Context: an optimization exercise on an open-source flow, tuned for small area, a short achievable clock period and few clock cycles. The choices shown serve that exercise and are no tape-out recipe. Only simulation tests tie the RTL to the original design; equivalence was not proved.

## config.mk

```make
export PLATFORM = sky130hd
export DESIGN_NAME = CONV
export DESIGN_NICKNAME = CONV
export VERILOG_FILES = /design/flow/design.v
export SDC_FILE = /design/flow/constraint.sdc
export NUM_CORES = 4
export LEC_CHECK = 0
export CAP_MARGIN = 20
export CORE_MARGIN = 2
export CORE_UTILIZATION = 45
export SLEW_MARGIN = 20
```

## constraint.sdc

```tcl
create_clock -name core_clock -period 12.0 [get_ports {clk}]
set_input_delay 2.4000 -clock core_clock [delete_from_list [all_inputs] [get_ports {clk}]]
set_output_delay 2.4000 -clock core_clock [all_outputs]
set_load 0.01 [all_outputs]
```

## design.v

```verilog
`timescale 1ns/10ps
module  convolution(
	input		clk,
	input		reset,	
    input       start,
    output      finish,
	output		[11:0]iaddr,
	input signed[19:0]idata,	
	output	 	cwr,
	output	signed 	[12:0]caddr_wr,
	output	 	[19:0]cdata_wr
	);
        reg [3:0]addr;
        reg signed [6:0] basex_r,basex_w;
        reg signed [6:0] basey_r,basey_w;
        reg signed [1:0] base_add_x;
        reg signed [1:0] base_add_y;
        reg [3:0]add_r,add_w;
        reg state_r;
        wire signed [12:0] y_ex;
        wire signed [12:0]address;
        reg  addr_valid_r,addr_valid_w;
        reg signed [8:0]x,y;
        reg signed [19:0]mul_r,mul_w;
        reg signed [45:0]acum_r,acum_w;
        reg signed[12:0]w_count_r,w_count_w;
        wire signed[19:0]answer;
        wire signed[29:0]shift_ans;
        wire signed[19:0]in;
        assign in=idata;
        assign answer=$signed(shift_ans[20:0])+acum_r[15];
        assign finish=((caddr_wr==4095)&&(cwr==1))?1:0;
        assign cwr=(add_r==0)?1:0;
        assign shift_ans=acum_r>>>16;
        assign caddr_wr=w_count_r;
        assign cdata_wr=((add_r==0)&&(shift_ans[29]==0))?answer:0;
        assign iaddr=address[11:0];
        assign address=x+y_ex;
        assign y_ex={y,6'b0};
        always @(*) begin
            if(add_r==0)begin
                acum_w=$signed(mul_w)*$signed(in)+$signed(36'h013100000);
            end
            else begin
                acum_w=acum_r+mul_w*in;
            end
        end
        always @(*) begin
            x=basex_r+base_add_x;
            y=basey_r+base_add_y;
            w_count_w=(add_r==1)?w_count_r+1:w_count_r;
        end
        always @(*) begin
            if((x>=0)&&(x<=63)&&(y>=0)&&(y<=63))begin
                addr_valid_w=1;
            end
            else begin
                addr_valid_w=0;
            end
        end
        always @(*)begin
            case(add_r)
            0:begin
                base_add_x=-1;
                base_add_y=-1;
                mul_w=(addr_valid_w)?20'h0A89E:0;
            end
            1:begin
                base_add_x=0;
                base_add_y=-1;
                mul_w=(addr_valid_w)?20'h092D5:0;
            end
            2:begin
                base_add_x=1;
                base_add_y=-1;
                mul_w=(addr_valid_w)?20'h06D43:0;
            end
            3:begin
                base_add_x=-1;
                base_add_y=0;
                mul_w=(addr_valid_w)?20'h01004:0;
            end
            4:begin
                base_add_x=0;
                base_add_y=0;
                mul_w=(addr_valid_w)?20'hF8F71:0;
            end
            5:begin
                base_add_x=1;
                base_add_y=0;
                mul_w=(addr_valid_w)?20'hF6E54:0;
            end
            6:begin
                base_add_x=-1;
                base_add_y=1;
                mul_w=(addr_valid_w)?20'hFA6D7:0;
            end
            7:begin
                base_add_x=0;
                base_add_y=1;
                mul_w=(addr_valid_w)?20'hFC834:0;
            end
            8:begin
                base_add_x=1;
                base_add_y=1;
                mul_w=(addr_valid_w)?20'hFAC19:0;
            end
            default: begin
                base_add_x=0;
                base_add_y=0;
                mul_w=(addr_valid_w)?20'hFAC19:0;
            end
            endcase
        end
        always @(*) begin
            if(state_r)begin
                add_w=(add_r==8)?0:add_r+1;
            end
            else begin
                add_w=add_r;
            end
        end
        always @(*) begin
            if(add_r==8)begin
                basex_w=(basex_r==63)?0:basex_r+1;
                basey_w=(basex_r==63)?basey_r+1:basey_r;
            end
            else begin
                basex_w=basex_r;
                basey_w=basey_r;
            end
        end
    always @(posedge clk or posedge reset) begin
        if(reset)begin
            basex_r<=0;
            basey_r<=0;
            state_r<=0;
            mul_r<=0;
            acum_r<=0;
            w_count_r<=-1;
            addr_valid_r<=0;
            add_r<=0;
        end
        else begin
            acum_r<=acum_w;
            mul_r<=mul_w;
            basex_r<=basex_w;
            basey_r<=basey_w;
            state_r<=(start)?1:0;
            add_r<=add_w;
            w_count_r<=w_count_w;
            addr_valid_r<=addr_valid_w;
        end
    end
endmodule
`timescale 1ns/10ps
module  L1(
	input		  L1_start,   
	output		  L1_finished,   
	input		  clk,
	input		  reset,			
	output	 	  cwr,
	output [11:0] caddr_wr,
	output [19:0] cdata_wr,
	output	 	  crd,
	output [11:0] caddr_rd,
	input signed [19:0] cdata_rd,
	output [ 2:0] csel
	);
localparam S_IDLE  = 0;
localparam S_READ  = 1;
localparam S_WRITE = 2;
reg 	   [ 1:0] L1_state_w, L1_state_r;
reg signed [19:0] peak_w, peak_r;
reg 	   [11:0] counter_w, counter_r;
reg 	   [ 0:0] L1_finished_w, L1_finished_r;
assign L1_finished = L1_finished_r;
assign cwr = (L1_state_r == S_WRITE); 
assign caddr_wr = (counter_r == 0) ? 10'd1023 : counter_r[11:2] - 1;
assign cdata_wr = peak_r;
assign crd = (L1_state_r == S_READ);
assign caddr_rd = {counter_r[11:7], counter_r[1:1], counter_r[6:2], counter_r[0:0]};
assign csel = (L1_state_r == S_WRITE) ? 3'd3 : 3'd1;
always @(*) begin
	case(L1_state_r)
	S_IDLE: begin
		L1_state_w = (L1_start) ? S_READ : S_IDLE;
		counter_w = counter_r;
		L1_finished_w = 0;
		peak_w = -524288;
	end
	S_READ: begin
		L1_state_w = (counter_r[1:0] == 2'd3) ? S_WRITE : S_READ;
		counter_w = counter_r + 1;
		L1_finished_w = 0;
		peak_w = (peak_r > cdata_rd) ? peak_r : cdata_rd;
	end
	S_WRITE: begin
		L1_state_w = (counter_r == 12'd0) ? S_IDLE : S_READ;
		counter_w = counter_r;
		L1_finished_w = (counter_r == 12'd0) ? 1 : 0;
		peak_w = -524288;
	end
	default: begin
		L1_state_w = S_IDLE;
		counter_w = counter_r;
		L1_finished_w = 0;
		peak_w = -524288;
	end
	endcase
end
always @(posedge clk or posedge reset) begin
    if (reset) begin
		L1_state_r <= S_IDLE;
		counter_r <= 0;
		L1_finished_r <= 0;
		peak_r <= -524288;   
    end
    else begin
        L1_state_r <= L1_state_w;
		counter_r <= counter_w;
		L1_finished_r <= L1_finished_w;
		peak_r <= peak_w;
    end
end
endmodule
`timescale 1ns/10ps
module  CONV(
	input		  clk,
	input		  reset,
	output		  busy,	
	input		  ready,	
	output [11:0] iaddr,
	input  [19:0] idata,	
	output	 	  cwr,
	output [11:0] caddr_wr,
	output [19:0] cdata_wr,
	output	 	  crd,
	output [11:0] caddr_rd,
	input  [19:0] cdata_rd,
	output [ 2:0] csel
	);
parameter S_IDLE = 0;
parameter S_LAY0 = 1;
parameter S_LAY1 = 2;
reg [ 1:0] state_w, state_r;
reg [ 0:0] busy_w, busy_r;
assign busy = busy_r;
wire L0_start;
assign L0_start = (state_r == S_LAY0);
wire L0_finish;
wire [11:0] L0_iaddr;
assign iaddr = L0_iaddr;
wire L0_cwr;
wire [12:0] L0_caddr_wr;
wire [19:0] L0_cdata_wr;
wire L1_start;
wire L1_finish;
assign L1_start = (state_r == S_LAY1) && !L1_finish;
wire L1_cwr;
wire [11:0] L1_caddr_wr;
wire [19:0] L1_cdata_wr;
wire L1_crd;
wire [11:0] L1_caddr_rd;
assign crd = L1_crd;
assign caddr_rd = L1_caddr_rd;
assign cwr = (state_r == S_LAY0) ? L0_cwr : L1_cwr;
assign caddr_wr = (state_r == S_LAY0) ? L0_caddr_wr : L1_caddr_wr;
assign cdata_wr = (state_r == S_LAY0) ? L0_cdata_wr : L1_cdata_wr;
wire [2:0] L1_csel;
assign csel = L1_csel;
always @(*) begin
	case(state_r)
	S_IDLE: begin
		state_w = (ready) ? S_LAY0 : S_IDLE;
		busy_w = (ready) ? 1 : 0;
	end
	S_LAY0: begin
		state_w = (L0_finish) ? S_LAY1 : S_LAY0;
		busy_w = 1;
	end
	S_LAY1: begin
		state_w = (L1_finish) ? S_IDLE : S_LAY1;
		busy_w = (L1_finish) ? 0 : 1;
	end
	default: begin
		state_w = S_IDLE;
		busy_w = 0;
	end
	endcase
end
convolution L0 (
	.clk(clk),
	.reset(reset),
	.start(L0_start),
	.finish(L0_finish),
	.iaddr(L0_iaddr),
	.idata(idata),
	.cwr(L0_cwr),
	.caddr_wr(L0_caddr_wr),
	.cdata_wr(L0_cdata_wr)
);
L1 L1 (
	.L1_start(L1_start),
	.L1_finished(L1_finish),
	.clk(clk),
	.reset(reset),			
	.cwr(L1_cwr),
	.caddr_wr(L1_caddr_wr),
	.cdata_wr(L1_cdata_wr),
	.crd(L1_crd),
	.caddr_rd(L1_caddr_rd),
	.cdata_rd(cdata_rd),
	.csel(L1_csel)
);
always @(posedge clk or posedge reset) begin
    if (reset) begin
		state_r <= S_IDLE;
		busy_r <= 0;
    end
    else begin
        state_r <= state_w;
		busy_r <= busy_w;
    end
end
endmodule
```

## run.sh

```bash
#!/bin/bash
# synth_recipe.tcl (not shown) runs the flow's synth.tcl, then flattens the netlist and writes it again
# the make line also repeats each setting of config.mk as NAME=value (left out here)
make -C /OpenROAD-flow-scripts/flow DESIGN_CONFIG=/design/flow/config.mk WORK_HOME=/design/flow/orfs CLKGATE_MAP_FILE= SYNTH_SCRIPT=/design/flow/synth_recipe.tcl finish
```

==> impl_metrics.csv <==
group,metric,value,unit
synth,ys_seq_elements,116,
route,avgRoutedWirePerCell,18.2,um
layout,fillers,6456,
clocking,cts_tree,"built",
timing,clock_skew,11.2,ps
global_route,grt_pass1_wl,128,mm
setup_path,critPathTopFamily,"adder cells",
clocking,cts_sinks,116,
synth,synth_top_area_frac,0.402,
clocking,htreeDepth,4,
global_route,grt_pass1_vias,23800,
layout,fin_util,0.498,
timing,hold_ws,485,ps
timing,drv_slew,0,
layout,fin_area,0.0335,sq mm
die,ios,105,
synth,yosysTopAreaCell,"fa_1",
synth,synth_fp_nets,4308,
setup_path,startpoint_type,"register",
synth,synth_area_leaders,"fa_1 (40%), ha_1 (11%), inv_1 (10%)",
die,die_w,265,um
setup_path,slowest_stage,"fa_1",
clocking,cts-root-buf,"clkbuf_16",
setup_path,critPathBufInv,7,
timing,final_hold_viol_count,0,
timing,finalCriticalPeriod,11410,ps
setup_path,critPathMaxFanout,10,
timing,maxSlewHeadroom,0.370,
die,dieArea,0.0703,sq mm
layout,synthToLayoutAreaGrowth,9.29,%
clocking,clkTransAtPathRegs,60,ps
timing,finalWorstSetupSlack,588,ps
worst_hold_path,hold_path.class,"reg2reg",
setup_path,critPathRequiredTime,12270,ps
setup_path,critPathArrivalTime,11690,ps
route,drt_iter0_drc,1202,
route,finalWirelength,79.1,mm
synth,synth.most_common_cell,"inv_1",
placement,place.gp.congestion,0.886,
synth,synth.avg_cell_area,9.08,sq um
timing,tns,0,ps
die,start_util,0.455,
die,core.rowCount,95,
clocking,ctsLongestPathBuffers,2,
placement,hpwl,68.8,mm
route,vias,22300,
placement,post_dp_cell_area,0.0329,sq mm
synth,synthCells,3380,
synth,synth_edf_count,0,
die,die_h,265,um
synth,ys_warn_count,3,
global_route,grt_antenna_before_repair,1,
synth,synth_flop_cell,"dfrtp_1",
setup_path,critPathCaptureType,"register",
timing,grt_setup_unrepaired,"false",
route,drc,0,
layout,ff_latch_area,0.00292,sq mm
timing,setup_viol,0,
setup_path,timing.critical_path.mode_cell,"fa_1",
setup_path,path_class,"reg2reg",
synth,synthArstFlopShare,1.00,
timing,post-route-period-util,0.951,
layout,nets,4376,
placement,pre_cts_slack,387,ps
placement,numPortBuffers,102,
synth,synth_common_cells,"inv_1 (823), fa_1 (616), nand2_1 (317)",
route,firstDrtPassIters,5,
setup_path,max_stage_delay,630,ps
synth,ys_types,82,
outcome,outcome,"finished clean",
die,core_region_area,0.0674,sq mm
global_route,grt_max_degree,73,
clocking,worstSkewPairLatency,420,ps
synth,synth_seq_area_share,0.0952,
run,cap_viol_max_count,0,
timing,tightest_slew,945,ps
synth,syn_area,0.0307,sq mm
clocking,cts_buffers,17,
global_route,grt_overflow,0,
timing,fmax,0.0876,GHz
layout,multiInputGateArea,0.0243,sq mm
route,ant_nets,0,
layout,drive_above_1_share,0.0485,
global_route,grtUsageTotal,0.234,
route,vias_per_cell,5.16,
per-layer routing:
layer	wire (um)	GRT usage	up-vias
li1	-	-	10500
met1	32900	0.305	11400
met2	42000	0.424	391
met3	2270	0.0177	92
met4	1920	0.0586	0
met5	0	0	-
area by class of cell:
type	count	area share
Timing Repair Buffer	169	0.0459
Antenna cell	1	0.0000746
Clock inverter	14	0.00526
Tap cell	873	0.0326
Sequential cell	116	0.0871
Inverter	823	0.0922
Multi-Input combinational cell	2321	0.724
Clock buffer	18	0.0128
state kept, by name, summed over array words and instances (netlist names), 4 cells and up:
signal,count
L1.counter_r,12
L0.basex_r,7
L0.acum_r,46
L0.w_count_r,13
L0.basey_r,7
L1.peak_r,20
L0.add_r,4
final timing paths:
path	to	slack [ps]	depth (start not counted)	start
min	L0.basey_r[6]	480	1	L0.basey_r[6]
min reg2reg	L0.basey_r[6]	480	1	L0.basey_r[6]
max reg2reg	L0.acum_r[30]	590	44	L0.add_r[0]
max	L0.acum_r[30]	590	44	L0.add_r[0]
max in group asynchronous	L0.acum_r[45]	8170	3	reset
min in group asynchronous	L0.acum_r[2]	2400	2	reset
per-stage QoR:
stage	std cells
global route	4335
CTS	4333
finish	4335
detailed placement	4301
global placement	4301
floorplan	3380
worst reg2reg max path: cells and delay by family (launching register included):
family,cells,cell delay (ps)
buf+inv,7,440
xor+xnor,1,160
compound gates,14,2480
flops,1,410
simple gates,10,2580
fa+ha+maj,12,5180
timing repair:
item	in CTS	in global routing
hold buffers	0	0
setup endpoints to repair	0	17
resized for setup	0	13
endpoints found under the hold margin	0	0
setup buffers	0	1
logic make-up after synthesis:
group | Yosys count | synth area share
xor gates and xnor gates | 163 | 0.0470
adders and majority gates | 885 | 0.512
and+or+nand+nor | 802 | 0.127
AOI/OAI and AO/OA | 441 | 0.0940
buffers and inverters | 943 | 0.116
other | 2 | 0.000245
DFF | 116 | 0.0952
muxes | 28 | 0.00926
layout by cell type, fill, tap and decap left out, types with 22 or more instances in the layout:
cell | synthesis | routed
nor2_1 | 122 | 121
a21oi_1 | 124 | 122
dfrtp_1 | 102 | 102
a31oi_1 | 24 | 22
buf_4 | 3 | 65
o21ai_0 | 75 | 73
xor2_1 | 53 | 53
nand2_1 | 317 | 316
fa_1 | 616 | 616
inv_1 | 823 | 820
a21o_1 | 65 | 64
nand3_1 | 40 | 40
mux2i_1 | 25 | 25
xnor2_1 | 108 | 108
and2_1 | 183 | 182
clkdlybuf4s50_1 | 0 | 102
ha_1 | 269 | 267
nor3_1 | 27 | 26
Testbench counts, summed over its fixed seeds: cycles 503,868.

==> re-timing with driven ports <==
Ports are ideal in the flow. The routed layout listed here was re-timed in OpenROAD. Step 1, drivers: a clkbuf_16 drives clk and a buf_2 each remaining input, both assumed. Step 2, shift: input delay + t, output delay - t, t = (earliest + latest rising clock arrival at the registers) / 2. This alone moves slack from input paths to output paths. a / b / c = ideal ports / drivers / drivers and shift; a / b = the first two.
t (ns): 0.468
setup WS [ns]: 0.588 / 0.588 / 0.588
worst setup path after step 2: register to register
After both steps this run still meets setup and hold. The setup slack of this run moves by 0.000 ns with the drivers and by 0.000 ns with both steps.
